From an optimization exercise on the open Yosys and OpenROAD flow, aimed at small area, a short achievable clock period and few clock cycles; shortcuts taken in it are not production practice.
In this exercise RTL edits were held to simulation tests only and were not proved equivalent to the original.
Power is estimated from default activity; no workload was simulated.

==> flow/design.v, too long to show whole: its modules and the start of the top module <==
// module conv: 2433 lines
// module top_set: 85 lines
module top_set #(
	parameter N = 64	 
)(
	input			clk,
	input			rst_n,
	input[7:0]		input_axi_data,
	input			input_axi_keep,
	input			input_axi_last,
	input			input_axi_valid,
	input			output_axi_ready,
	input signed[7:0]	coe_00_in,
	input signed[7:0]	coe_01_in,
	input signed[7:0]	coe_02_in,
	input signed[7:0]	coe_10_in,
	input signed[7:0]	coe_11_in,
	input signed[7:0]	coe_12_in,
	input signed[7:0]	coe_20_in,
	input signed[7:0]	coe_21_in,
	input signed[7:0]	coe_22_in,
	output			input_axi_ready,
	output[7:0]		output_axi_data,
	output			output_axi_valid,
	output			output_axi_last,
	output			output_axi_keep,
	output			sc1_window_en
);
  // ...
==> flow/run.sh <==
#!/bin/bash
# synth_recipe.tcl (not shown) runs the flow's synth.tcl, then flattens the netlist and writes it again
# the make line also repeats each setting of config.mk as NAME=value (left out here)
make -C /OpenROAD-flow-scripts/flow DESIGN_CONFIG=/design/flow/config.mk WORK_HOME=/design/flow/orfs CLKGATE_MAP_FILE= SYNTH_SCRIPT=/design/flow/synth_recipe.tcl finish
==> flow/config.mk <==
export PLATFORM = sky130hd
export DESIGN_NAME = top_set
export DESIGN_NICKNAME = top_set
export VERILOG_FILES = /design/flow/design.v
export SDC_FILE = /design/flow/constraint.sdc
export NUM_CORES = 4
export LEC_CHECK = 0
export CAP_MARGIN = 20
export CORE_MARGIN = 2
export CORE_UTILIZATION = 60
export CTS_BUF_LIST = sky130_fd_sc_hd__clkbuf_8
export CTS_CLUSTER_SIZE = 30
export SETUP_SLACK_MARGIN = 4.1
export SLEW_MARGIN = 20
==> flow/constraint.sdc <==
create_clock -name core_clock -period 7.0 [get_ports {clk}]
set_input_delay 1.4000 -clock core_clock [delete_from_list [all_inputs] [get_ports {clk}]]
set_output_delay 1.4000 -clock core_clock [all_outputs]
set_load 0.01 [all_outputs]
==> out/metrics.cfg, run 1 <==
[timing]
period_minus_slack_ns=2.87
fmax_mhz=348
worst_pin_slew_ns=0.896
slew_viol_final=0

[worst_setup_path]
critPathRequiredTime_ns=7.70
r2r_end=u_conv.r1[1]
cpMaxStageDelayCell=fa_1
path_common_cell=fa_1

[final_layout]
layout.nonclk_buf_share_pct=1.87
largest-register=d
n_fill_cell=4926
multi_input_area_share_pct=29.6
layout.nets=3708
inv_count=228
seqCellArea_um2=26800
n_all_buffers=92
stdcell_area_um2=48000
final_cell_mix=dfxtp_1, fa_1, xor2_1

[synth]
ys_ff_latch=1328
synth_top_family_by_area=adder cells
synth-edff-count=0
syn_area_um2=42600
yosys.area_share.xor_xnor_pct=7.04
synth.most_common_cell=dfxtp_1
synth_cell_types=62

[detailed_routing]
met1_length_mm=38.3
top_layer_used=met5
dr.pass1.iters=6

[place]
portBuffers=90
placed_area_um2=43900

[grt]
overflow=0
grt_pass1_vias=23800
grt_pass1_wl_mm=140
grt_use_total_pct=25.4

[power]
p_comb_share_pct=25.7
intPower_mw=13.8
power_leader=sequential cells
p_seq_mw=8.68

[die]
core-area_um2=70100

[run_status]
status=timing/DRC/antenna clean

[hold_path]
hold_class=reg -> reg

[cts]
htree_levels=4

Testbench counts, summed over its fixed seeds: cycles 133,344.
==> run 2: changes to the inputs <==
--- a/flow/config.mk
+++ b/flow/config.mk
@@ -7,8 +7,6 @@
 export LEC_CHECK = 0
 export CAP_MARGIN = 20
 export CORE_MARGIN = 2
-export CORE_UTILIZATION = 60
-export CTS_BUF_LIST = sky130_fd_sc_hd__clkbuf_8
-export CTS_CLUSTER_SIZE = 30
+export CORE_UTILIZATION = 40
 export SETUP_SLACK_MARGIN = 4.1
 export SLEW_MARGIN = 20
==> run 2 against run 1 <==
Global-route usage fell by 9.2 points. Cell count rose by 7.9%. Fmax rose by 1.1%. Die area rose by 49%. Critical endpoint is now u_conv.r1[69].
==> out/metrics.cfg, run 2 <==
[worst_setup_path]
cpMaxStageDelayCell=dfxtp_1  ; was fa_1
critPathBufInv=1  ; was 0
startpoint=u_conv.neg3_1  ; was d[0][1]
critPathRequiredTime_ns=7.58  ; was 7.70 ns
cp.arrival_ns=3.42  ; was 3.58 ns
reg2reg_depth=5  ; unchanged
endpoint_kind=register  ; unchanged
r2r_setup_slack_ns=4.16  ; was 4.13 ns
slowest_delay_ns=0.75  ; was 0.65 ns
critPathMaxFanout=10  ; was 9
critPathLaunchType=register  ; unchanged
cp_cell_sequence=xnor2_1 -> fa_1 -> inv_1 -> fa_1 -> fa_1  ; was a22oi_1 -> xor2_1 -> fa_1 -> fa_1 -> fa_1
r2r_end=u_conv.r1[69]  ; was u_conv.r1[1]
r2r_start=u_conv.neg3_1  ; was d[0][1]
criticalPathCategory=reg -> reg  ; unchanged
path_common_cell=fa_1  ; unchanged
critPathTopFamily=adder cells  ; unchanged

[final_layout]
drive_gt1_share_pct=6.91  ; was 9.68%
layout.cells.non_filler=4681  ; was 4340
top_regs=d x1048, u_conv.r1 x101, u_conv.r2 x35  ; unchanged
layout.nets=3640  ; was 3708
largest_reg_flops=1048  ; unchanged
syn_to_final_growth_pct=13.8  ; was 12.7%
layout_commonest_cell=dfxtp_1  ; unchanged
final_cell_mix=dfxtp_1, fa_1, xor2_1  ; unchanged
largest-register=d  ; unchanged

[grt]
grt_use_total_pct=16.3  ; was 25.4%
grt_pass1_wl_mm=133  ; was 140 mm
overflow=0  ; unchanged
antenna_found_initial=12  ; was 4
grt_max_degree=30  ; unchanged
grt_pass1_vias=21800  ; was 23800

[synth]
ys.flop_type=dfxtp_1  ; unchanged
ys_ff_latch=1328  ; unchanged
synth-edff-count=0  ; unchanged
synth.most_common_cell=dfxtp_1  ; unchanged
synth_area_leaders=dfxtp_1, fa_1, xor2_1  ; unchanged
syn_area_um2=42600  ; unchanged
synth_common_cells=dfxtp_1, fa_1, xor2_1  ; unchanged
synthCells=3178  ; unchanged
synth_top_area_share_pct=61.1  ; unchanged
synth_seq_area_share_pct=62.8  ; unchanged
synth_cell_types=62  ; unchanged
avgSynthCellArea_um2=13.4  ; unchanged
yosys.area.top_type=dfxtp_1  ; unchanged
synthArstFlopShare_pct=2.18  ; unchanged
ys.warnings.count=4  ; unchanged

[hold_path]
holdPathEnd=d[62][5]  ; was d[109][6]
hp-start=d[61][5]  ; was d[108][6]
holdPathStages=0  ; unchanged
hold_class=reg -> reg  ; unchanged

[cts]
cts-root-buf=clkbuf_16  ; was clkbuf_8
clk_pin_slew_worst_paths_ns=0.06  ; about the same
insertion_delay_ns=0.70  ; was 0.84 ns
clockBufferDepth=3  ; unchanged
numCtsBuffers=118  ; was 187
cts_tree=done  ; unchanged
htree_levels=3  ; was 4
clock-sinks=1328  ; unchanged
post_cts_buffers=0  ; unchanged

[place]
portBuffers=90  ; unchanged
gp_congestion=0.929  ; was 0.952
dp.cells=4460  ; was 4008
dp_hpwl_mm=63.3  ; was 64.4 mm

[detailed_routing]
drcViolationCount=0  ; unchanged
via_per_inst=4.56  ; was 5.09
wl_per_cell_um=18.4  ; was 20.6 um
finalWirelength_mm=86.2  ; was 89.5 mm
drtIter0Drc=1650  ; was 1660
postRouteAntennaNets=0  ; unchanged
dr.pass1.iters=18  ; was 6
vias=21300  ; was 22100

[timing]
fmax_mhz=352  ; was 348 MHz
period_minus_slack_ns=2.84  ; was 2.87 ns
slew_headroom_pct=39.1  ; was 40.2%
slew_viol_final=0  ; unchanged
worst_clock_skew_ns=0.0290  ; was 0.0759 ns
worst_pin_slew_ns=0.914  ; was 0.896 ns
hold_violations=0  ; unchanged
period_share_pct=40.6  ; was 41.0%
finalSetupViolCount=0  ; unchanged
rsz0062_at_grt=false  ; was true
setup_tns_ns=0  ; unchanged

[die]
initial_core_util_pct=40.4  ; was 60.7%
core-area_um2=105000  ; was 70100 um^2
num_io_pins=99  ; unchanged
std_cell_rows=119  ; was 97
die-area_um2=109000  ; was 73100 um^2
die_w_um=330  ; was 270 um
die_h_um=330  ; was 270 um

[power]
power.density_nw_per_um2=417  ; was 419 nW/um^2
p_leak_nw=19.5  ; was 19.9 nW
irDropWorstVdd_v=0.000307  ; was 0.000380 V

[flow_run]
cap_violations=0  ; unchanged

[run_status]
status=timing/DRC/antenna clean  ; unchanged

-- run 2: changes by cell type in the layout (fill, tap and decap cells not counted), sizes merged --
cell,delta
diode,+2
bufinv,+2
clkinv,-10
dlygate4sd2,+1
clkinvlp,+8
inv,-54
clkbuf,-60
dlymetal6s2s,+1
-- run 2: logic make-up after synthesis --
group / share of synthesized area (%)
other: 0.0176
and+or+nand+nor: 3.98
muxes: 0.0265
adders and majority gates: 16.2
xor gates and xnor gates: 7.04
buffers and inverters: 3.86
AOI/OAI and AO/OA: 6.05
DFF: 62.8
-- run 2: metal layers --
| metal | wire length [um] | track usage (%) | up-vias |
|---|---|---|---|
| met1 | 37700 | 21.7 | 10500 |
| met3 | 5510 | 3.81 | 182 |
| met5 | 95 | 0 | - |
| met4 | 3280 | 6.37 | 16 |
| li1 | - | - | 10100 |
| met2 | 39700 | 25.6 | 538 |
-- run 2: stage by stage --
| stage | power [mW] | hold slack, ns | area [um^2] | utilization (%) | setup WS [ns] |
|---|---|---|---|---|---|
| after global routing | 21.5 | 0.313 | 48400 | 45.9 | 4.10 |
| final | 20.2 | 0.304 | 48400 | 46.0 | 4.16 |
| after CTS | 20.5 | 0.301 | 48400 | 45.9 | 3.89 |
| after global placement | 14.0 | 0.310 | 44400 | 42.2 | 3.97 |
| after floorplan | 12.0 | 0.310 | 42600 | - | 4.10 |
| after detailed placement | 14.0 | 0.312 | 44400 | 42.2 | 4.00 |
-- run 2: how the worst max path moves through the flow --
stage / slack, ns / end / depth (start not counted)
after floorplan: 4.10 / sc1_window_en / 1
after global placement: 3.97 / u_conv.r1[85] / 5
after detailed placement: 4.00 / u_conv.r1[85] / 5
after CTS: 3.89 / output_axi_valid / 1
after global routing: 4.10 / u_conv.r1[39] / 6
final: 4.16 / u_conv.r1[69] / 5
-- run 2: layout make-up --
| type | instances | area, um^2 |
|---|---|---|
| well taps | 1391 | 1740 |
| flip-flops and latches | 1328 | 26800 |
| inverters | 228 | 856 |
| repair buffers | 93 | 916 |
| fillers | 9414 | 57000 |
| diodes | 3 | 7.51 |
| multi-input cells | 1420 | 14200 |
| clock buffers | 170 | 3360 |
| clock inverters | 48 | 624 |
-- run 2: repair_timing --
item | 4_1_cts | 5_1_grt
hold buffers | 0 | 0
pin swaps | 0 | 0
gates resized for setup | 14 | 9
endpoints found under the setup margin | 17 | 6
-- run 2: power by group --
group	internal, mW	switching (mW)	leakage (nW)
registers	8.29	0.389	11.1
clock network	3.72	2.75	1.93
logic	2.17	2.86	6.52
total	14.2	5.99	19.5
==> run 3: changes to the inputs <==
--- a/flow/config.mk
+++ b/flow/config.mk
@@ -8,5 +8,8 @@
 export CAP_MARGIN = 20
 export CORE_MARGIN = 2
 export CORE_UTILIZATION = 40
+export CTS_BUF_LIST = sky130_fd_sc_hd__clkbuf_16
+export CTS_CLUSTER_DIAMETER = 100
+export CTS_CLUSTER_SIZE = 24
 export SETUP_SLACK_MARGIN = 4.1
 export SLEW_MARGIN = 20
==> run 3 against run 2 <==
Critical endpoint is now u_conv.r1[14]. Cell area decreased by 4.2%. Register-to-register slack improved by 0.03 ns. Largest power group unchanged. Combinational power about the same. Largest cell class unchanged. Critical path type unchanged. Still clean. Sequential share of layout area increased by 2.4 points. Synthesized cell count unchanged. Synthesized area unchanged. Power decreased by 11%. Via count decreased by 2.1%. Cell count decreased by 2.7%. Sequential cell count unchanged. Core utilization decreased by 1.9 points.
==> out/metrics.cfg, run 3 <==
[timing]
worst_pin_slew_ns=0.885  ; was 0.914 ns
finalSetupViolCount=0  ; unchanged
worst_clock_skew_ns=0.0370  ; was 0.0290 ns
fmax_mhz=356  ; was 352 MHz
hold_violations=0  ; unchanged
rsz0062_at_grt=false  ; unchanged
period_minus_slack_ns=2.81  ; was 2.84 ns
slew_headroom_pct=41.0  ; was 39.1%
setup_tns_ns=0  ; unchanged
slew_viol_final=0  ; unchanged
period_share_pct=40.1  ; was 40.6%

[worst_setup_path]
critPathLaunchType=register  ; unchanged
r2r_setup_slack_ns=4.19  ; was 4.16 ns
critPathRequiredTime_ns=7.55  ; was 7.58 ns
criticalPathCategory=reg -> reg  ; unchanged
endpoint_kind=register  ; unchanged
cp.arrival_ns=3.36  ; was 3.42 ns
critPathMaxFanout=9  ; was 10

[final_layout]
layout.cells.non_filler=4553  ; was 4681
drive_gt1_share_pct=3.93  ; was 6.91%
n_fill_cell=9626  ; was 9414
layout.nets=3590  ; was 3640
stdcell_area_um2=46400  ; was 48400 um^2
final_cell_mix=dfxtp_1, fa_1, xor2_1  ; unchanged
top_regs=d x1048, u_conv.r1 x101, u_conv.r2 x35  ; unchanged
syn_to_final_growth_pct=9.07  ; was 13.8%
largest_reg_flops=1048  ; unchanged
layout_commonest_cell=dfxtp_1  ; unchanged
largest-register=d  ; unchanged

[cts]
hold_buffers=0  ; unchanged
clock-sinks=1328  ; unchanged
insertion_delay_ns=0.67  ; was 0.70 ns
numCtsBuffers=68  ; was 118
cts_tree=done  ; unchanged
cts-root-buf=clkbuf_16  ; unchanged
clk_pin_slew_worst_paths_ns=0.10  ; was 0.06 ns
clockBufferDepth=3  ; unchanged
htree_levels=3  ; unchanged
post_cts_buffers=0  ; unchanged

[synth]
yosys.area.top_type=dfxtp_1  ; unchanged
ys_ff_latch=1328  ; unchanged
synthCells=3178  ; unchanged
synth_top_area_share_pct=61.1  ; unchanged
avgSynthCellArea_um2=13.4  ; unchanged
synth.most_common_cell=dfxtp_1  ; unchanged
syn_area_um2=42600  ; unchanged
ys.warnings.count=4  ; unchanged
synthArstFlopShare_pct=2.18  ; unchanged
ys.flop_type=dfxtp_1  ; unchanged
synth_area_leaders=dfxtp_1, fa_1, xor2_1  ; unchanged
synth_cell_types=62  ; unchanged
synth_seq_area_share_pct=62.8  ; unchanged
synth-edff-count=0  ; unchanged
synth_common_cells=dfxtp_1, fa_1, xor2_1  ; unchanged

[die]
die_w_um=330  ; unchanged
core-area_um2=105000  ; unchanged
initial_core_util_pct=40.4  ; unchanged
die_h_um=330  ; unchanged
num_io_pins=99  ; unchanged
die-area_um2=109000  ; unchanged
std_cell_rows=119  ; unchanged

[place]
placed_area_um2=44400  ; unchanged
portBuffers=90  ; unchanged
dp.cells=4460  ; unchanged
gp_congestion=0.929  ; unchanged
dp_hpwl_mm=63.3  ; unchanged

[grt]
grt_pass1_vias=21100  ; was 21800
antenna_found_initial=12  ; unchanged
grt_max_degree=30  ; unchanged
overflow=0  ; unchanged
grt_pass1_wl_mm=130  ; was 133 mm
grt_use_total_pct=15.9  ; was 16.3%

[power]
intPower_mw=12.3  ; was 14.2 mW
p_comb_share_pct=28.1  ; was 24.9%
seqPwrFrac_pct=48.5  ; was 43.0%
p_leak_nw=18.6  ; was 19.5 nW
clkPwrFrac_pct=23.4  ; was 32.0%
power.density_nw_per_um2=385  ; was 417 nW/um^2
p_sw_mw=5.59  ; was 5.99 mW
irDropWorstVdd_v=0.000300  ; was 0.000307 V
swShare_pct=31.3  ; was 29.7%

[flow_run]
cap_violations=0  ; unchanged

[detailed_routing]
wl_per_cell_um=18.6  ; was 18.4 um
dr.pass1.iters=17  ; was 18
via_per_inst=4.59  ; was 4.56
drtIter0Drc=1593  ; was 1650
postRouteAntennaNets=0  ; unchanged
drcViolationCount=0  ; unchanged
finalWirelength_mm=84.6  ; was 86.2 mm
vias=20900  ; was 21300

[run_status]
status=timing/DRC/antenna clean  ; unchanged

[hold_path]
hold_class=reg -> reg  ; unchanged

run 3: changes by cell type in the layout (fill, tap and decap cells not counted), moves of 2 or more:
cell / change
clkinv_2: -16
clkinvlp_4: -8
inv_1: +5
bufinv_16: -10
inv_16: +2
clkbuf_1: -31
clkbuf_16: -49
clkbuf_8: -21
clkinv_8: +2
run 3: path summary, 6_finish.rpt:
path | from | to | depth (start not counted)
max in group asynchronous | rst_n | u[3] | 2
worst min register to register | d[61][5] | d[62][5] | 0
worst max register to register | d[2][4] | u_conv.r1[14] | 5
worst max-delay path | d[2][4] | u_conv.r1[14] | 5
worst min-delay path | d[61][5] | d[62][5] | 0
min in group asynchronous | rst_n | u_conv.sreg[9] | 2
run 3: cell type report:
cell class	count	area, um^2	area share (%)
Antenna cell	3	7.51	0.0162
Timing Repair Buffer	93	912	1.97
Multi-Input combinational cell	1420	14200	30.6
Sequential cell	1328	26800	57.6
Tap cell	1391	1740	3.75
Clock buffer	69	1730	3.72
Clock inverter	21	236	0.509
Inverter	228	856	1.84
run 3: critical path, stage by stage, from the launching register on:
cell and delay, ns:
dfxtp_1 0.64, a22oi_1 0.18, xor2_1 0.20, fa_1 0.55, fa_1 0.68, fa_1 0.44
run 3: power by group through the flow:
stage	clock (mW)	combinational (mW)	sequential [mW]
finish	4.19	5.03	8.67
global route	4.62	5.80	8.74
detailed placement	0	5.18	8.84
global placement	0	5.13	8.84
CTS	4.35	5.18	8.67
floorplan	0	3.35	8.62
run 3: cell families after synthesis:
logic type | count (synthesis) | synth area share, %
other | 2 | 0.0176
buffers and inverters | 431 | 3.86
AO/OA/AOI/OAI | 353 | 6.05
flip-flops | 1328 | 62.8
AND/OR/NAND/NOR | 356 | 3.98
XOR/XNOR | 342 | 7.04
multiplexers | 1 | 0.0265
adder cells (fa/ha/maj) | 365 | 16.2
run 3: timing repair:
action                                  CTS  global route
endpoints found under the hold margin     0             0
resized for setup                        14             8
endpoints found under the setup margin   15            14
run 3: through the flow:
step	util, %	worst slack (ns)	hold WS (ns)	power (mW)
floorplan	-	4.10	0.310	12.0
global placement	42.2	3.97	0.310	14.0
detailed placement	42.2	4.00	0.312	14.0
CTS	44.0	4.10	0.307	18.2
global route	44.0	4.11	0.309	19.2
finish	44.0	4.19	0.304	17.9
run 3: per-layer routing:
layer | routed length, um | track usage, % | vias to the layer above
met5 | 84 | 0 | -
met4 | 2910 | 5.44 | 16
met3 | 4850 | 3.37 | 156
met2 | 38900 | 25.3 | 499
met1 | 37900 | 21.7 | 10300
li1 | - | - | 9875
==> run 4: changes to the inputs <==
==> flow/flow/run.sh (new file) <==
#!/bin/bash
# Layout flow: the standard flow, with two changes to how the layout is
# made (the design, the constraints and the standard synthesis are unchanged):
#  1. after the standard synthesis, flow/polarity.py removes the inverters
#     that Yosys's full-adder extraction leaves between full adders, by
#     choosing for each full adder whether it works on true or complemented
#     signals (FA(~a,~b,~c) = ~FA(a,b,c)); registers are not touched;
#  2. the ports are buffered with sky130_fd_sc_hd__buf_1 cells.
# Each tool's output goes to a log file of its own in this folder.
set -euo pipefail
R=orfs/results/sky130hd/top_set/base
bash standard.sh synth > standard_synth.log 2>&1
cp $R/1_2_yosys.v $R/1_2_yosys.standard.v
python3 flow/polarity.py $R/1_2_yosys.standard.v $R/1_2_yosys.v > polarity.log 2>&1
rm -f $R/1_synth.odb $R/1_synth.sdc
export BUFFER_PORTS_ARGS="-buffer_cell sky130_fd_sc_hd__buf_1"
bash standard.sh > standard_layout.log 2>&1
==> flow/flow/polarity.py (new file) <==
#!/usr/bin/env python3
"""Remove inverters around full-adder cells of a Yosys gate netlist.

A full adder with all three inputs inverted gives both outputs inverted:
FA(~a, ~b, ~c) = (~sum, ~cout). So every sky130 fa cell can be "flipped":
its inputs take the complement of what they took and its outputs give the
complement of what they gave, with the same function overall. Yosys's
extract_fa leaves many inverters between full adders; this script dissolves
every inverter into a polarity demand, chooses a flip for each full adder
that needs the fewest complemented signals (local search), and writes the
netlist back with one inverter per signal whose complement is still needed.
Registers and all other cells are untouched.

usage: polarity.py IN.v OUT.v
"""
import re
import sys
import random

src = open(sys.argv[1]).read()

m = re.search(r'^module\s+\w+.*?;\n', src, re.M | re.S)
head_end = m.end()
end_idx = src.rindex('endmodule')

cell_re = re.compile(r'^  (sky130_fd_sc_hd__\w+)\s+(\S+)\s*\((.*?)\);\n', re.M | re.S)
pin_re = re.compile(r'\.(\w+)\(\s*(.*?)\s*\)(?:,|\s*$)', re.S)

body = src[head_end:end_idx]
cells = []
pos = 0
decls = []
for cm in cell_re.finditer(body):
    decls.append(body[pos:cm.start()])
    pos = cm.end()
    typ, name, pins_txt = cm.group(1), cm.group(2), cm.group(3)
    pins = [(p, n) for p, n in pin_re.findall(pins_txt)]
    cells.append([typ, name, pins])
decls.append(body[pos:])
rest = ''.join(decls)
if 'assign' in rest:
    sys.stderr.write('polarity: netlist has assign statements; left unchanged\n')
    open(sys.argv[2], 'w').write(src)
    sys.exit(0)

OUTPINS = {'X', 'Y', 'Q', 'Q_N', 'SUM', 'COUT', 'HI', 'LO'}
INV = re.compile(r'^sky130_fd_sc_hd__inv_\d+$')
FA = re.compile(r'^sky130_fd_sc_hd__fa_\d+$')

driver = {}
for ci, (typ, name, pins) in enumerate(cells):
    for p, n in pins:
        if p in OUTPINS:
            driver[n] = (ci, p)

# root of a net through any chain of inverters, with the parity
def root_of(net):
    par = 0
    while True:
        d = driver.get(net)
        if d is None:
            return net, par
        ci, p = d
        if INV.match(cells[ci][0]):
            net = dict(cells[ci][2])['A']
            par ^= 1
        else:
            return net, par

inv_cells = set(ci for ci, c in enumerate(cells) if INV.match(c[0]))
fa_cells = [ci for ci, c in enumerate(cells) if FA.match(c[0])]
fa_index = {ci: k for k, ci in enumerate(fa_cells)}

# loads: (cell, pin, root, parity)
loads = []
for ci, (typ, name, pins) in enumerate(cells):
    if ci in inv_cells:
        continue
    for p, n in pins:
        if p in OUTPINS:
            continue
        r, par = root_of(n)
        loads.append((ci, p, r, par))
# module outputs driven through inverters
port_loads = []
outs = re.findall(r'^\s*output\s+(?:\[(\d+):(\d+)\]\s*)?(\w+)\s*;', src[:head_end] + rest, re.M)
out_nets = set()
for hi, lo, nm in outs:
    if hi:
        for b in range(int(lo), int(hi) + 1):
            out_nets.add('%s[%d]' % (nm, b))
    else:
        out_nets.add(nm)
for n in out_nets:
    if n in driver and driver[n][0] in inv_cells:
        sys.stderr.write('polarity: output %s is driven by an inverter; left unchanged\n' % n)
        open(sys.argv[2], 'w').write(src)
        sys.exit(0)

roots = {}
for li, (ci, p, r, par) in enumerate(loads):
    roots.setdefault(r, []).append(li)

# native flip of a root: driven by a flipped FA output
def root_fa(r):
    d = driver.get(r)
    if d is None:
        return None
    return fa_index.get(d[0])

flip = [0] * len(fa_cells)

def demand(li):
    ci, p, r, par = loads[li]
    k = fa_index.get(ci)
    return par ^ (flip[k] if k is not None else 0)

def root_cost(r):
    k = root_fa(r)
    nat = flip[k] if k is not None else 0
    for li in roots[r]:
        if demand(li) != nat:
            return 1
    return 0

# roots touched by each FA
touch = [set() for _ in fa_cells]
for li, (ci, p, r, par) in enumerate(loads):
    k = fa_index.get(ci)
    if k is not None:
        touch[k].add(r)
for r in roots:
    k = root_fa(r)
    if k is not None:
        touch[k].add(r)

def total():
    return sum(root_cost(r) for r in roots)

before = total()
random.seed(1)
improved = True
passes = 0
while improved and passes < 50:
    improved = False
    passes += 1
    order = list(range(len(fa_cells)))
    random.shuffle(order)
    for k in order:
        c0 = sum(root_cost(r) for r in touch[k])
        flip[k] ^= 1
        c1 = sum(root_cost(r) for r in touch[k])
        if c1 < c0:
            improved = True
        else:
            flip[k] ^= 1
after = total()

# rewrite: drop old inverters, connect loads, add one inverter per complemented root
new_pins = {}
for li, (ci, p, r, par) in enumerate(loads):
    k = root_fa(r)
    nat = flip[k] if k is not None else 0
    new_pins[(ci, p)] = (r, demand(li) != nat)
inv_needed = sorted(set(r for (r, neg) in new_pins.values() if neg))
inv_name = {}
for i, r in enumerate(inv_needed):
    inv_name[r] = 'polinv_n%d' % i

out = [src[:head_end]]
out.append(rest.rstrip('\n') + '\n')
for i, r in enumerate(inv_needed):
    out.append('  wire %s;\n' % inv_name[r])
for ci, (typ, name, pins) in enumerate(cells):
    if ci in inv_cells:
        continue
    pl = []
    for p, n in pins:
        if p in OUTPINS:
            pl.append('    .%s(%s )' % (p, n))
        else:
            r, neg = new_pins[(ci, p)]
            pl.append('    .%s(%s )' % (p, inv_name[r] if neg else r))
    out.append('  %s %s (\n%s\n  );\n' % (typ, name, ',\n'.join(pl)))
for i, r in enumerate(inv_needed):
    rr = r if not r.startswith('\\') else r + ' '
    out.append('  sky130_fd_sc_hd__inv_1 polinv_%d (\n    .A(%s ),\n    .Y(%s )\n  );\n' % (i, r, inv_name[r]))
out.append(src[end_idx:])
open(sys.argv[2], 'w').write(''.join(out))
sys.stderr.write('polarity: %d inverters before, %d after (%d full adders flipped of %d)\n'
                 % (len(inv_cells), len(inv_needed), sum(flip), len(fa_cells)))
==> flow/standard.sh (new file) <==
#!/bin/bash
# synth_recipe.tcl (not shown) runs the flow's synth.tcl, then flattens the netlist and writes it again
# the make line also repeats each setting of config.mk as NAME=value (left out here)
make -C /OpenROAD-flow-scripts/flow DESIGN_CONFIG=/design/flow/config.mk WORK_HOME=/design/flow/orfs CLKGATE_MAP_FILE= SYNTH_SCRIPT=/design/flow/synth_recipe.tcl "${@:-finish}"
--- a/flow/config.mk
+++ b/flow/config.mk
@@ -8,8 +8,5 @@
 export CAP_MARGIN = 20
 export CORE_MARGIN = 2
 export CORE_UTILIZATION = 40
-export CTS_BUF_LIST = sky130_fd_sc_hd__clkbuf_16
-export CTS_CLUSTER_DIAMETER = 100
-export CTS_CLUSTER_SIZE = 24
 export SETUP_SLACK_MARGIN = 4.1
 export SLEW_MARGIN = 20
removed: flow/run.sh
==> run 4 against run 3 <==
Count of clock-buffer cells in the layout grew 98. Critical path depth is the same. Cell count shrank 1.0%. Non-clock buffer count shrank 1. First-iteration DRC count grew 0.19%. Die area shrank 1.4%. Global-route usage grew 0.33 points. Fmax is essentially flat. Core utilization grew 1.7 points. Largest power group unchanged. Sequential cell count is the same.
==> out/metrics.cfg, run 4 <==
[run_status]
status=timing/DRC/antenna clean  ; unchanged

[timing]
fmax_mhz=356  ; about the same
slew_headroom_pct=39.8  ; was 41.0%
worst_pin_slew_ns=0.903  ; was 0.885 ns
period_minus_slack_ns=2.81  ; about the same
rsz0062_at_grt=false  ; unchanged
slew_viol_final=0  ; unchanged
worst_clock_skew_ns=0.0379  ; was 0.0370 ns
hold_violations=0  ; unchanged
finalSetupViolCount=0  ; unchanged
setup_tns_ns=0  ; unchanged
period_share_pct=40.1  ; about the same

[worst_setup_path]
r2r_setup_slack_ns=4.19  ; about the same
startpoint=d[2][1]  ; was d[2][4]
reg2reg_depth=5  ; unchanged
endpoint_kind=register  ; unchanged
cp.arrival_ns=3.40  ; was 3.36 ns
critPathRequiredTime_ns=7.59  ; was 7.55 ns
critPathMaxFanout=9  ; unchanged
r2r_end=u_conv.r1[39]  ; was u_conv.r1[14]
criticalPathCategory=reg -> reg  ; unchanged
r2r_start=d[2][1]  ; was d[2][4]
critPathLaunchType=register  ; unchanged

[final_layout]
syn_to_final_growth_pct=13.2  ; was 9.07%
layout.nets=3481  ; was 3590
final_cell_mix=dfxtp_1, fa_1, xor2_1  ; unchanged
layout.cells.non_filler=4507  ; was 4553
stdcell_area_um2=47500  ; was 46400 um^2
top_regs=d x1048, u_conv.r1 x101, u_conv.r2 x35  ; unchanged
drive_gt1_share_pct=7.65  ; was 3.93%
n_fill_cell=9216  ; was 9626
largest-register=d  ; unchanged
layout_commonest_cell=dfxtp_1  ; unchanged
largest_reg_flops=1048  ; unchanged

[detailed_routing]
vias=20800  ; was 20900
drcViolationCount=0  ; unchanged
drtIter0Drc=1596  ; was 1593
via_per_inst=4.61  ; was 4.59
dr.pass1.iters=8  ; was 17
postRouteAntennaNets=0  ; unchanged
wl_per_cell_um=18.9  ; was 18.6 um
finalWirelength_mm=85.4  ; was 84.6 mm

[synth]
ys.warnings.count=4  ; unchanged
syn_area_um2=42000  ; was 42600 um^2
avgSynthCellArea_um2=13.9  ; was 13.4 um^2
synthCells=3018  ; was 3178

[grt]
grt_max_degree=30  ; unchanged
grt_use_total_pct=16.3  ; was 15.9%
antenna_found_initial=6  ; was 12
overflow=0  ; unchanged
grt_pass1_wl_mm=131  ; was 130 mm
grt_pass1_vias=21300  ; was 21100

[die]
num_io_pins=99  ; unchanged
die_h_um=328  ; was 330 um
core-area_um2=104000  ; was 105000 um^2
die_w_um=328  ; was 330 um
die-area_um2=108000  ; was 109000 um^2
std_cell_rows=118  ; was 119
initial_core_util_pct=40.4  ; about the same

[cts]
post_cts_buffers=0  ; unchanged
numCtsBuffers=120  ; was 68
clockBufferDepth=3  ; unchanged
cts-root-buf=clkbuf_16  ; unchanged
cts_tree=done  ; unchanged
insertion_delay_ns=0.71  ; was 0.67 ns
clock-sinks=1328  ; unchanged
htree_levels=3  ; unchanged
hold_buffers=0  ; unchanged
clk_pin_slew_worst_paths_ns=0.07  ; was 0.10 ns

[flow_run]
cap_violations=0  ; unchanged

[hold_path]
holdPathEnd=d[15][0]  ; was d[62][5]
hp-start=d[14][0]  ; was d[61][5]
hold_class=reg -> reg  ; unchanged
holdPathStages=0  ; unchanged

[power]
p_leak_nw=18.4  ; was 18.6 nW
irDropWorstVdd_v=0.000381  ; was 0.000300 V
power.density_nw_per_um2=427  ; was 385 nW/um^2

[place]
gp_congestion=0.911  ; was 0.929
placed_area_um2=43300  ; was 44400 um^2
dp_hpwl_mm=62.2  ; was 63.3 mm
portBuffers=90  ; unchanged
dp.cells=4288  ; was 4460

-- run 4: area by class of cell --
class | instances | area, um^2 | area share [%]
tap | 1380 | 1730 | 3.64
clock inverter | 51 | 737 | 1.55
antenna | 1 | 2.50 | 0.00527
timing repair buffer | 92 | 354 | 0.746
clock buffer | 167 | 3480 | 7.33
inverter | 68 | 255 | 0.537
multi-input combinational | 1420 | 14200 | 29.9
sequential | 1328 | 26800 | 56.3
-- run 4: timing repair --
item	in CTS	in global routing
endpoints found under the hold margin	0	0
pin swaps	0	0
endpoints found under the setup margin	1	20
resized for setup	1	12
-- run 4: worst max-delay path by stage --
stage | end | slack, ns | cells past startpoint
2_1_floorplan | sc1_window_en | 4.10 | 1
3_3_place_gp | u_conv.r1[85] | 4.08 | 5
3_5_place_dp | u_conv.r1[85] | 4.12 | 5
4_1_cts | u_conv.r1[85] | 4.10 | 5
5_1_grt | u_conv.r1[69] | 4.11 | 5
6_report | u_conv.r1[39] | 4.19 | 5
-- run 4: metal layers --
metal  vias to the layer above  wire [um]  GRT usage, %
li1                       9719          -             -
met1                     10400      38500          22.3
met2                       517      39300          25.5
met4                         8       2940          6.27
met5                         -         46             0
met3                       170       4570          3.20
-- run 4: power by group --
part / switching (mW) / total [mW] / internal, mW
combinational: 2.63 / 4.78 / 2.15
sequential: 0.421 / 8.72 / 8.29
clock: 2.78 / 6.78 / 4.00
total: 5.83 / 20.3 / 14.4
-- run 4: metrics by stage --
step	setup WS [ns]	hold slack [ns]	total power, mW	utilization (%)
after CTS	4.10	0.300	20.6	45.7
after global routing	4.11	0.299	21.5	45.8
after global placement	4.08	0.310	13.7	41.7
final	4.19	0.298	20.3	45.8
after detailed placement	4.12	0.312	13.8	41.7
after floorplan	4.10	0.310	11.8	-
-- run 4: critical path: stages (launching register included) --
cell and delay (ns):
dfxtp_1 0.59, a22oi_1 0.18, xor2_1 0.20, fa_1 0.56
fa_1 0.70, fa_1 0.45
==> run 5: changes to the inputs <==
--- a/flow/config.mk
+++ b/flow/config.mk
@@ -7,6 +7,9 @@
 export LEC_CHECK = 0
 export CAP_MARGIN = 20
 export CORE_MARGIN = 2
-export CORE_UTILIZATION = 40
-export SETUP_SLACK_MARGIN = 4.1
+export CORE_UTILIZATION = 60
+export CTS_BUF_LIST = sky130_fd_sc_hd__clkbuf_16
+export CTS_CLUSTER_DIAMETER = 110
+export CTS_CLUSTER_SIZE = 30
+export SETUP_SLACK_MARGIN = 4.2
 export SLEW_MARGIN = 20
==> run 5 against run 4 <==
Still clean. Clock power is 46% lower. Sequential power about the same. Worst hold slack gained 0.026 ns. First-iteration DRC count is 5.9% higher. Power down 13%. Synthesized area unchanged. Die area down 33%. Sequential cell count stayed put. Setup slack gained 0.0079 ns. Non-clock buffer count is 1 lower. Critical path type is now in -> out.
==> out/metrics.cfg, run 5 <==
[run_status]
status=timing/DRC/antenna clean  ; unchanged

[power]
swShare_pct=31.7  ; was 28.8%
seqPwrFrac_pct=49.6  ; was 43.0%
clkPwrFrac_pct=20.8  ; was 33.4%
p_comb_share_pct=29.6  ; was 23.6%
irDropWorstVdd_v=0.000492  ; was 0.000381 V
power.density_nw_per_um2=396  ; was 427 nW/um^2
intPower_mw=12.0  ; was 14.4 mW
p_sw_mw=5.57  ; was 5.83 mW
p_leak_nw=17.1  ; was 18.4 nW

[timing]
hold_violations=0  ; unchanged
finalSetupViolCount=0  ; unchanged
slew_viol_final=0  ; unchanged
worst_pin_slew_ns=0.923  ; was 0.903 ns
setup_tns_ns=0  ; unchanged
rsz0062_at_grt=true  ; was false
slew_headroom_pct=38.5  ; was 39.8%
period_share_pct=40.0  ; was 40.1%
period_minus_slack_ns=2.80  ; was 2.81 ns
worst_clock_skew_ns=0.0503  ; was 0.0379 ns
timing.hold.ws_ns=0.324  ; was 0.298 ns
fmax_mhz=357  ; was 356 MHz

[grt]
grt_pass1_wl_mm=131  ; about the same
grt_max_degree=32  ; was 30
overflow=0  ; unchanged
grt_use_total_pct=24.6  ; was 16.3%
grt_pass1_vias=21300  ; about the same
antenna_found_initial=6  ; unchanged

[cts]
clock-sinks=1328  ; unchanged
htree_levels=2  ; was 3
clk_pin_slew_worst_paths_ns=0.10  ; was 0.07 ns
insertion_delay_ns=0.67  ; was 0.71 ns
clockBufferDepth=3  ; unchanged
cts_tree=done  ; unchanged
cts-root-buf=clkbuf_16  ; unchanged
hold_buffers=0  ; unchanged
numCtsBuffers=52  ; was 120

[die]
die_w_um=268  ; was 328 um
die-area_um2=72100  ; was 108000 um^2
std_cell_rows=96  ; was 118
initial_core_util_pct=60.9  ; was 40.4%
num_io_pins=99  ; unchanged
die_h_um=268  ; was 328 um
core-area_um2=68900  ; was 104000 um^2

[final_layout]
drive_gt1_share_pct=5.75  ; was 7.65%
n_fill_cell=5084  ; was 9216
layout.nets=3412  ; was 3481
largest_reg_flops=1048  ; unchanged
post-route-util_pct=64.3  ; was 45.8%
final_cell_mix=dfxtp_1, fa_1, xor2_1  ; unchanged
syn_to_final_growth_pct=5.68  ; was 13.2%
top_regs=d x1048, u_conv.r1 x101, u_conv.r2 x35  ; unchanged
layout.cells.non_filler=3908  ; was 4507
largest-register=d  ; unchanged
layout_commonest_cell=dfxtp_1  ; unchanged

[place]
dp_hpwl_mm=63.8  ; was 62.2 mm
dp.cells=3838  ; was 4288
portBuffers=90  ; unchanged
gp_congestion=0.975  ; was 0.911

[detailed_routing]
postRouteAntennaNets=0  ; unchanged
finalWirelength_mm=85.9  ; was 85.4 mm
drcViolationCount=0  ; unchanged
vias=20300  ; was 20800
wl_per_cell_um=22.0  ; was 18.9 um
drtIter0Drc=1690  ; was 1596
via_per_inst=5.21  ; was 4.61
dr.pass1.iters=5  ; was 8

[synth]
avgSynthCellArea_um2=13.9  ; unchanged
syn_area_um2=42000  ; unchanged
ys.warnings.count=4  ; unchanged
synthCells=3018  ; unchanged

[worst_setup_path]
critPathRequiredTime_ns=5.60  ; was 7.59 ns
cp.arrival_ns=1.40  ; was 3.40 ns
critPathLaunchType=primary input  ; was register
criticalPathCategory=in -> out  ; was reg -> reg
endpoint_kind=output pin  ; was register
critPathMaxFanout=1  ; was 9

[hold_path]
hold_class=reg -> reg  ; unchanged

[flow_run]
cap_violations=0  ; unchanged

==> run 5: worst reg2reg max path, delay by kind of cell (launching register included) <==
| kind | cells | cell delay [ns] |
|---|---|---|
| adders and majority gates | 3 | 1.69 |
| DFF | 1 | 0.58 |
| xor gates and xnor gates | 1 | 0.19 |
| AOI/OAI and AO/OA | 1 | 0.18 |
==> run 5: layer usage <==
metal  vias to the layer above  track usage [%]  routed length [um]
li1                       9503                -                   -
met1                     10100             34.2               38100
met2                       567             37.9               38500
met3                       162             4.80                5260
met4                         6             10.8                3960
met5                         -                0                  38
==> run 5: power by group through the flow <==
stage          combinational [mW]  clock (mW)  sequential (mW)
2_1_floorplan                3.16           0             8.66
3_3_place_gp                 5.11           0             8.87
3_5_place_dp                 5.14           0             8.88
4_1_cts                      5.15        3.74             8.71
5_1_grt                      5.80        4.00             8.78
6_report                     5.19        3.65             8.71
==> run 5: stage by stage <==
step	power [mW]	cell area [um^2]	setup WS, ns
2_1_floorplan	11.8	42000	4.10
3_3_place_gp	14.0	42700	4.10
3_5_place_dp	14.0	42700	4.10
4_1_cts	17.6	44300	4.20
5_1_grt	18.6	44300	4.16
6_report	17.6	44300	4.20
==> run 5: cell type report <==
cell class,count,area (um^2),area share [%]
clock buffers,52,1300,2.93
flip-flops and latches,1328,26800,60.5
multi-input cells,1420,14200,32.0
clock inverters,16,223,0.502
inverters,68,255,0.576
diodes,2,5.00,0.0113
well taps,931,1160,2.63
repair buffers,91,347,0.782
==> run 5: timing repair <==
item / CTS / global route
setup buffers: 0 / 0
setup endpoints to repair: 31 / 24
hold endpoints to repair: 0 / 0
gates resized for setup: 37 / 48
==> run 5: path summary, 6_finish.rpt <==
path | slack [ns] | end | from | cells past startpoint
min in group asynchronous | 0.86 | u_conv.sreg[9] | rst_n | 1
hold reg to reg | 0.32 | d[21][6] | d[20][6] | 0
max in group asynchronous | 5.57 | u[6] | rst_n | 1
setup reg to reg | 4.21 | u_conv.r1[59] | d[2][2] | 5
setup / recovery | 4.20 | sc1_window_en | input_axi_valid | 0
hold / removal | 0.32 | d[21][6] | d[20][6] | 0
==> run 6: changes to the inputs <==
--- a/flow/config.mk
+++ b/flow/config.mk
@@ -9,7 +9,7 @@
 export CORE_MARGIN = 2
 export CORE_UTILIZATION = 60
 export CTS_BUF_LIST = sky130_fd_sc_hd__clkbuf_16
-export CTS_CLUSTER_DIAMETER = 110
-export CTS_CLUSTER_SIZE = 30
+export CTS_CLUSTER_DIAMETER = 100
+export CTS_CLUSTER_SIZE = 24
 export SETUP_SLACK_MARGIN = 4.2
 export SLEW_MARGIN = 20
==> run 6 against run 5 <==
Non-clock buffer count unchanged. Clock power increased by 15%. Largest power group unchanged. Clock skew decreased by 0.00063 ns. Via count increased by 1.0%. Largest cell class unchanged. Worst hold slack got worse by 0.030 ns. Setup slack got worse by 0.016 ns. Cell count increased by 0.54%.
==> out/metrics.cfg, run 6 <==
[worst_setup_path]
critPathLaunchType=register  ; was primary input
path_common_cell=fa_1
r2r_start=u_conv.neg6_2  ; was d[2][2]
cp.arrival_ns=3.34  ; was 1.40 ns
critPathRequiredTime_ns=7.53  ; was 5.60 ns
cp_cell_sequence=xor2_1 -> fa_1 -> fa_1 -> fa_1
critPathMaxFanout=10  ; was 1
cpMaxStageDelayCell=dfxtp_1
criticalPathCategory=reg -> reg  ; was in -> out
startpoint=u_conv.neg6_2  ; was input_axi_valid
endpoint_kind=register  ; was output pin
slowest_delay_ns=0.73

[detailed_routing]
dr.pass1.iters=7  ; was 5
postRouteAntennaNets=0  ; unchanged
drcViolationCount=0  ; unchanged
drtIter0Drc=1534  ; was 1690
finalWirelength_mm=86.4  ; was 85.9 mm
via_per_inst=5.23  ; was 5.21
wl_per_cell_um=22.0  ; about the same
vias=20600  ; was 20300

[grt]
grt_pass1_wl_mm=132  ; was 131 mm
grt_use_total_pct=24.9  ; was 24.6%
antenna_found_initial=7  ; was 6
grt_pass1_vias=21500  ; was 21300
grt_max_degree=30  ; was 32
overflow=0  ; unchanged

[run_status]
status=timing/DRC/antenna clean  ; unchanged

[cts]
clockBufferDepth=3  ; unchanged
numCtsBuffers=68  ; was 52
clk_pin_slew_worst_paths_ns=0.10  ; about the same
insertion_delay_ns=0.67  ; about the same
clock-sinks=1328  ; unchanged
cts-root-buf=clkbuf_16  ; unchanged
htree_levels=3  ; was 2
hold_buffers=0  ; unchanged
post_cts_buffers=0  ; unchanged
cts_tree=done  ; unchanged

[die]
die_h_um=268  ; unchanged
num_io_pins=99  ; unchanged
initial_core_util_pct=60.9  ; unchanged
core-area_um2=68900  ; unchanged
std_cell_rows=96  ; unchanged
die-area_um2=72100  ; unchanged
die_w_um=268  ; unchanged

[place]
gp_congestion=0.975  ; unchanged
dp.cells=3838  ; unchanged
dp_hpwl_mm=63.8  ; unchanged
pre_cts_slack_ns=4.10  ; unchanged
portBuffers=90  ; unchanged

[timing]
slew_headroom_pct=38.5  ; about the same
worst_clock_skew_ns=0.0496  ; was 0.0503 ns
setup_ws_ns=4.18  ; was 4.20 ns
period_minus_slack_ns=2.82  ; was 2.80 ns
slew_viol_final=0  ; unchanged
finalSetupViolCount=0  ; unchanged
worst_pin_slew_ns=0.923  ; about the same
period_share_pct=40.2  ; was 40.0%
hold_violations=0  ; unchanged
setup_tns_ns=0  ; unchanged
rsz0062_at_grt=true  ; unchanged
fmax_mhz=355  ; was 357 MHz

[final_layout]
layout.cells.non_filler=3929  ; was 3908
final_cell_mix=dfxtp_1, fa_1, xor2_1  ; unchanged
multi_input_comb_area_um2=14200  ; about the same
largest_reg_flops=1048  ; unchanged
largest-register=d  ; unchanged
seqCellArea_um2=26800  ; about the same
n_fill_cell=5018  ; was 5084
post-route-util_pct=65.0  ; was 64.3%
top_regs=d x1048, u_conv.r1 x101, u_conv.r2 x35  ; unchanged
drive_gt1_share_pct=6.11  ; was 5.75%
syn_to_final_growth_pct=6.81  ; was 5.68%
layout.nets=3428  ; was 3412
layout_commonest_cell=dfxtp_1  ; unchanged

[synth]
avgSynthCellArea_um2=13.9  ; unchanged
syn_area_um2=42000  ; unchanged
synthCells=3018  ; unchanged
ys.warnings.count=4  ; unchanged

[hold_path]
hp-start=d[4][0]  ; was d[20][6]
hold_class=reg -> reg  ; unchanged

[power]
totalPowerFinal_mw=18.1  ; was 17.6 mW
power.density_nw_per_um2=404  ; was 396 nW/um^2
p_leak_nw=17.4  ; was 17.1 nW
irDropWorstVdd_v=0.000466  ; was 0.000492 V

[flow_run]
cap_violations=0  ; unchanged

[run 6: layout make-up]
class	instances	share of cell area [%]
sequential	1328	59.9
multi-input combinational	1420	31.7
clock buffer	68	3.80
tap	931	2.60
timing repair buffer	91	0.773
clock inverter	20	0.676
inverter	68	0.570
antenna	3	0.0168
[run 6: layer usage]
| metal | track usage [%] | vias up | share of wire, % |
|---|---|---|---|
| li1 | - | 9549 | - |
| met1 | 35.0 | 10300 | 45 |
| met2 | 39.4 | 533 | 46 |
| met3 | 4.50 | 137 | 5.5 |
| met4 | 8.42 | 6 | 3.2 |
| met5 | 0 | - | 0.046 |
[run 6: final timing paths]
check	slack [ns]	endpoint	depth (start not counted)
setup / recovery	4.18	u_conv.r1[60]	4
hold reg to reg	0.29	d[5][0]	0
hold / removal	0.29	d[5][0]	0
setup reg to reg	4.18	u_conv.r1[60]	4
max in group asynchronous	5.55	u[10]	1
min in group asynchronous	0.86	u_conv.sreg[9]	1
[run 6: power by group]
part	total, mW	internal (mW)	switching [mW]	leakage (nW)
combinational	5.16	2.26	2.91	5.27
sequential	8.71	8.29	0.427	11.1
clock	4.21	1.84	2.38	0.992
[run 6: what timing repair did]
action | in CTS | in global routing
resized for setup | 28 | 49
endpoints found under the setup margin | 22 | 30
gates cloned | 0 | 0
[run 6: critical path, delay by kind of cell (launching register included)]
family	cells	cell delay [ns]
adders and majority gates	3	1.71
DFF	1	0.73
xor gates and xnor gates	1	0.26
[run 6: stage by stage]
step,hold WS [ns],instance area [um^2]
4_1_cts,0.293,44700
3_3_place_gp,0.310,42700
5_1_grt,0.301,44800
2_1_floorplan,0.310,42000
6_report,0.294,44800
3_5_place_dp,0.312,42700
==> run 7: changes to the inputs <==
--- a/flow/config.mk
+++ b/flow/config.mk
@@ -9,7 +9,7 @@
 export CORE_MARGIN = 2
 export CORE_UTILIZATION = 60
 export CTS_BUF_LIST = sky130_fd_sc_hd__clkbuf_16
-export CTS_CLUSTER_DIAMETER = 100
-export CTS_CLUSTER_SIZE = 24
-export SETUP_SLACK_MARGIN = 4.2
+export CTS_CLUSTER_DIAMETER = 105
+export CTS_CLUSTER_SIZE = 27
+export SETUP_SLACK_MARGIN = 4.35
 export SLEW_MARGIN = 20
==> run 7 against run 6 <==
Fmax is 0.56% higher. Sequential power hardly changed. Register-to-register slack better by 0.18 ns. Largest power group unchanged.
==> out/metrics.cfg, run 7 <==
[run_status]
status=timing/DRC/antenna clean  ; unchanged

[die]
die_h_um=268  ; unchanged
die-area_um2=72100  ; unchanged
std_cell_rows=96  ; unchanged
num_io_pins=99  ; unchanged
die_w_um=268  ; unchanged
initial_core_util_pct=60.9  ; unchanged
core-area_um2=68900  ; unchanged

[worst_setup_path]
critPathRequiredTime_ns=5.60  ; was 7.53 ns
criticalPathCategory=in -> out  ; was reg -> reg
critPathMaxFanout=1  ; was 10
critPathLaunchType=primary input  ; was register
r2r_setup_slack_ns=4.36  ; was 4.18 ns
cp.arrival_ns=1.40  ; was 3.34 ns
crit_end=sc1_window_en  ; was u_conv.r1[60]
startpoint=input_axi_valid  ; was u_conv.neg6_2
cp_num_cells=0  ; was 4
r2r_start=d[129][6]  ; was u_conv.neg6_2
r2r_end=u_conv.r1[38]  ; was u_conv.r1[60]
reg2reg_depth=6  ; was 4
endpoint_kind=output pin  ; was register

[place]
pre_cts_slack_ns=4.10  ; unchanged
portBuffers=90  ; unchanged
dp_hpwl_mm=63.8  ; unchanged
gp_congestion=0.975  ; unchanged
placed_area_um2=42700  ; unchanged

[timing]
period_share_pct=40.0  ; was 40.2%
fmax_mhz=357  ; was 355 MHz
slew_headroom_pct=37.3  ; was 38.5%
rsz0062_at_grt=true  ; unchanged
worst_pin_slew_ns=0.940  ; was 0.923 ns
worst_clock_skew_ns=0.0567  ; was 0.0496 ns
finalSetupViolCount=0  ; unchanged
setup_ws_ns=4.20  ; was 4.18 ns
setup_tns_ns=0  ; unchanged
slew_viol_final=0  ; unchanged
hold_violations=0  ; unchanged
period_minus_slack_ns=2.80  ; was 2.82 ns

[power]
intPower_mw=12.1  ; was 12.4 mW
swShare_pct=31.6  ; about the same
seqPwrFrac_pct=49.5  ; was 48.2%
p_comb_share_pct=29.5  ; was 28.5%
p_sw_mw=5.56  ; was 5.71 mW
p_leak_nw=17.3  ; was 17.4 nW
clkPwrFrac_pct=21.0  ; was 23.3%
power.density_nw_per_um2=391  ; was 404 nW/um^2
irDropWorstVdd_v=0.000460  ; was 0.000466 V

[final_layout]
n_fill_cell=5020  ; was 5018
syn_to_final_growth_pct=7.50  ; was 6.81%
top_regs=d x1048, u_conv.r1 x101, u_conv.r2 x35  ; unchanged
layout_commonest_cell=dfxtp_1  ; unchanged
layout.nets=3420  ; was 3428
largest_reg_flops=1048  ; unchanged
drive_gt1_share_pct=12.5  ; was 6.11%
stdcell_area_um2=45100  ; was 44800 um^2
final_cell_mix=dfxtp_1, fa_1, xor2_1  ; unchanged
post-route-util_pct=65.4  ; was 65.0%
largest-register=d  ; unchanged

[detailed_routing]
dr.pass1.iters=5  ; was 7
wl_met2_mm=40.2  ; was 40.1 mm
via_per_inst=5.22  ; was 5.23
finalWirelength_mm=86.3  ; was 86.4 mm
postRouteAntennaNets=0  ; unchanged
top_layer_used=met5  ; unchanged
vias=20500  ; was 20600
dr_wl_met3_mm=4.74  ; was 4.73 mm
drtIter0Drc=1512  ; was 1534
drcViolationCount=0  ; unchanged
met1_length_mm=38.4  ; was 38.9 mm
wl_per_cell_um=22.0  ; about the same

[synth]
synthCells=3018  ; unchanged
ys.warnings.count=4  ; unchanged
avgSynthCellArea_um2=13.9  ; unchanged
syn_area_um2=42000  ; unchanged

[cts]
cts_tree=done  ; unchanged
cts-root-buf=clkbuf_16  ; unchanged
htree_levels=2  ; was 3
hold_buffers=0  ; unchanged
insertion_delay_ns=0.67  ; about the same
numCtsBuffers=56  ; was 68
clk_pin_slew_worst_paths_ns=0.10  ; about the same
clock-sinks=1328  ; unchanged
clockBufferDepth=3  ; unchanged

[grt]
overflow=0  ; unchanged
grt_pass1_vias=21500  ; about the same
antenna_found_initial=6  ; was 7
grt_pass1_wl_mm=132  ; about the same
grt_use_total_pct=24.8  ; was 24.9%
grt_max_degree=30  ; unchanged

[flow_run]
cap_violations=0  ; unchanged

[hold_path]
hold_class=reg -> reg  ; unchanged

[run 7: timing repair]
action | 4_1_cts | 5_1_grt
cloned | 0 | 0
setup endpoints to repair | 93 | 49
gates resized for setup | 172 | 150
pin swaps | 9 | 46
setup buffers | 0 | 4
[run 7: cell type report]
class	count	area [um^2]	share of cell area [%]
Clock inverter	16	176	0.391
Antenna cell	2	5.00	0.0111
Clock buffer	56	1400	3.11
Inverter	68	255	0.566
Timing Repair Buffer	95	383	0.849
Sequential cell	1328	27000	60.0
Multi-Input combinational cell	1420	14700	32.5
Tap cell	931	1160	2.58
[run 7: layer usage]
layer	global-route usage, %	vias up
met5	0	-
met4	7.45	6
met3	3.76	127
met2	39.7	526
met1	35.2	10300
li1	-	9498
[run 7: how the worst min path moves through the flow]
stage / start / endpoint / slack (ns) / depth (start not counted)
after floorplan: d[99][0] / d[100][0] / 0.31 / 0
after global placement: d[60][0] / d[61][0] / 0.31 / 0
after detailed placement: d[11][0] / d[12][0] / 0.31 / 0
after CTS: d[126][5] / d[127][5] / 0.31 / 0
after global routing: d[126][5] / d[127][5] / 0.31 / 0
final: d[126][5] / d[127][5] / 0.32 / 0
[run 7: through the flow]
stage | power, mW | instances | hold slack, ns
floorplan | 11.8 | 3019 | 0.310
global placement | 14.0 | 3838 | 0.310
detailed placement | 14.0 | 3838 | 0.312
CTS | 17.7 | 3910 | 0.306
global route | 18.6 | 3916 | 0.312
finish | 17.6 | 3916 | 0.318
[run 7: worst register-to-register path, delay by kind of cell, from the launching register on]
family	cells	cell delay (ns)
xor gates and xnor gates	1	0.22
adders and majority gates	3	1.57
AOI/OAI and AO/OA	1	0.19
DFF	1	0.39
buffers and inverters	1	0.17
[run 7: power groups by stage]
stage,combinational [mW],clock [mW],sequential (mW)
after floorplan,3.16,0,8.66
after global placement,5.11,0,8.87
after detailed placement,5.14,0,8.88
after CTS,5.17,3.80,8.72
after global routing,5.81,4.04,8.78
final,5.21,3.69,8.72

port drivers added, routing unchanged:
No port has a modelled driver above. Below, the same layouts with a new extraction and two added sets of constraints. Step 1 sets driving cells, clkbuf_16 on the clock port and buf_2 on the other inputs (assumed; they add their load-dependent delay and slew). Step 2 moves the port delays by t, midway between the first and last clock arrival at a register: inputs arrive t later, outputs are due t later. That takes back most of the time a late clock gives input paths. a / b / c = ideal / step 1 / step 2; a / b = the first two.
run | t (ns) | setup WS [ns] | worst setup path after step 2
run 1 | 0.875 | 4.128 / 4.128 / 4.128 | register to register
run 2 | 0.757 | 4.159 / 4.103 / 4.159 | register to register
run 3 | 0.719 | 4.193 / 4.138 / 4.159 | input to output
run 4 | 0.756 | 4.192 / 4.159 / 4.159 | input to output
run 5 | 0.716 | 4.200 / 4.159 / 4.159 | input to output
run 6 | 0.720 | 4.184 / 4.159 / 4.159 | input to output
run 7 | 0.710 | 4.200 / 4.159 / 4.159 | input to output
After both steps setup and hold are still met in every run listed.
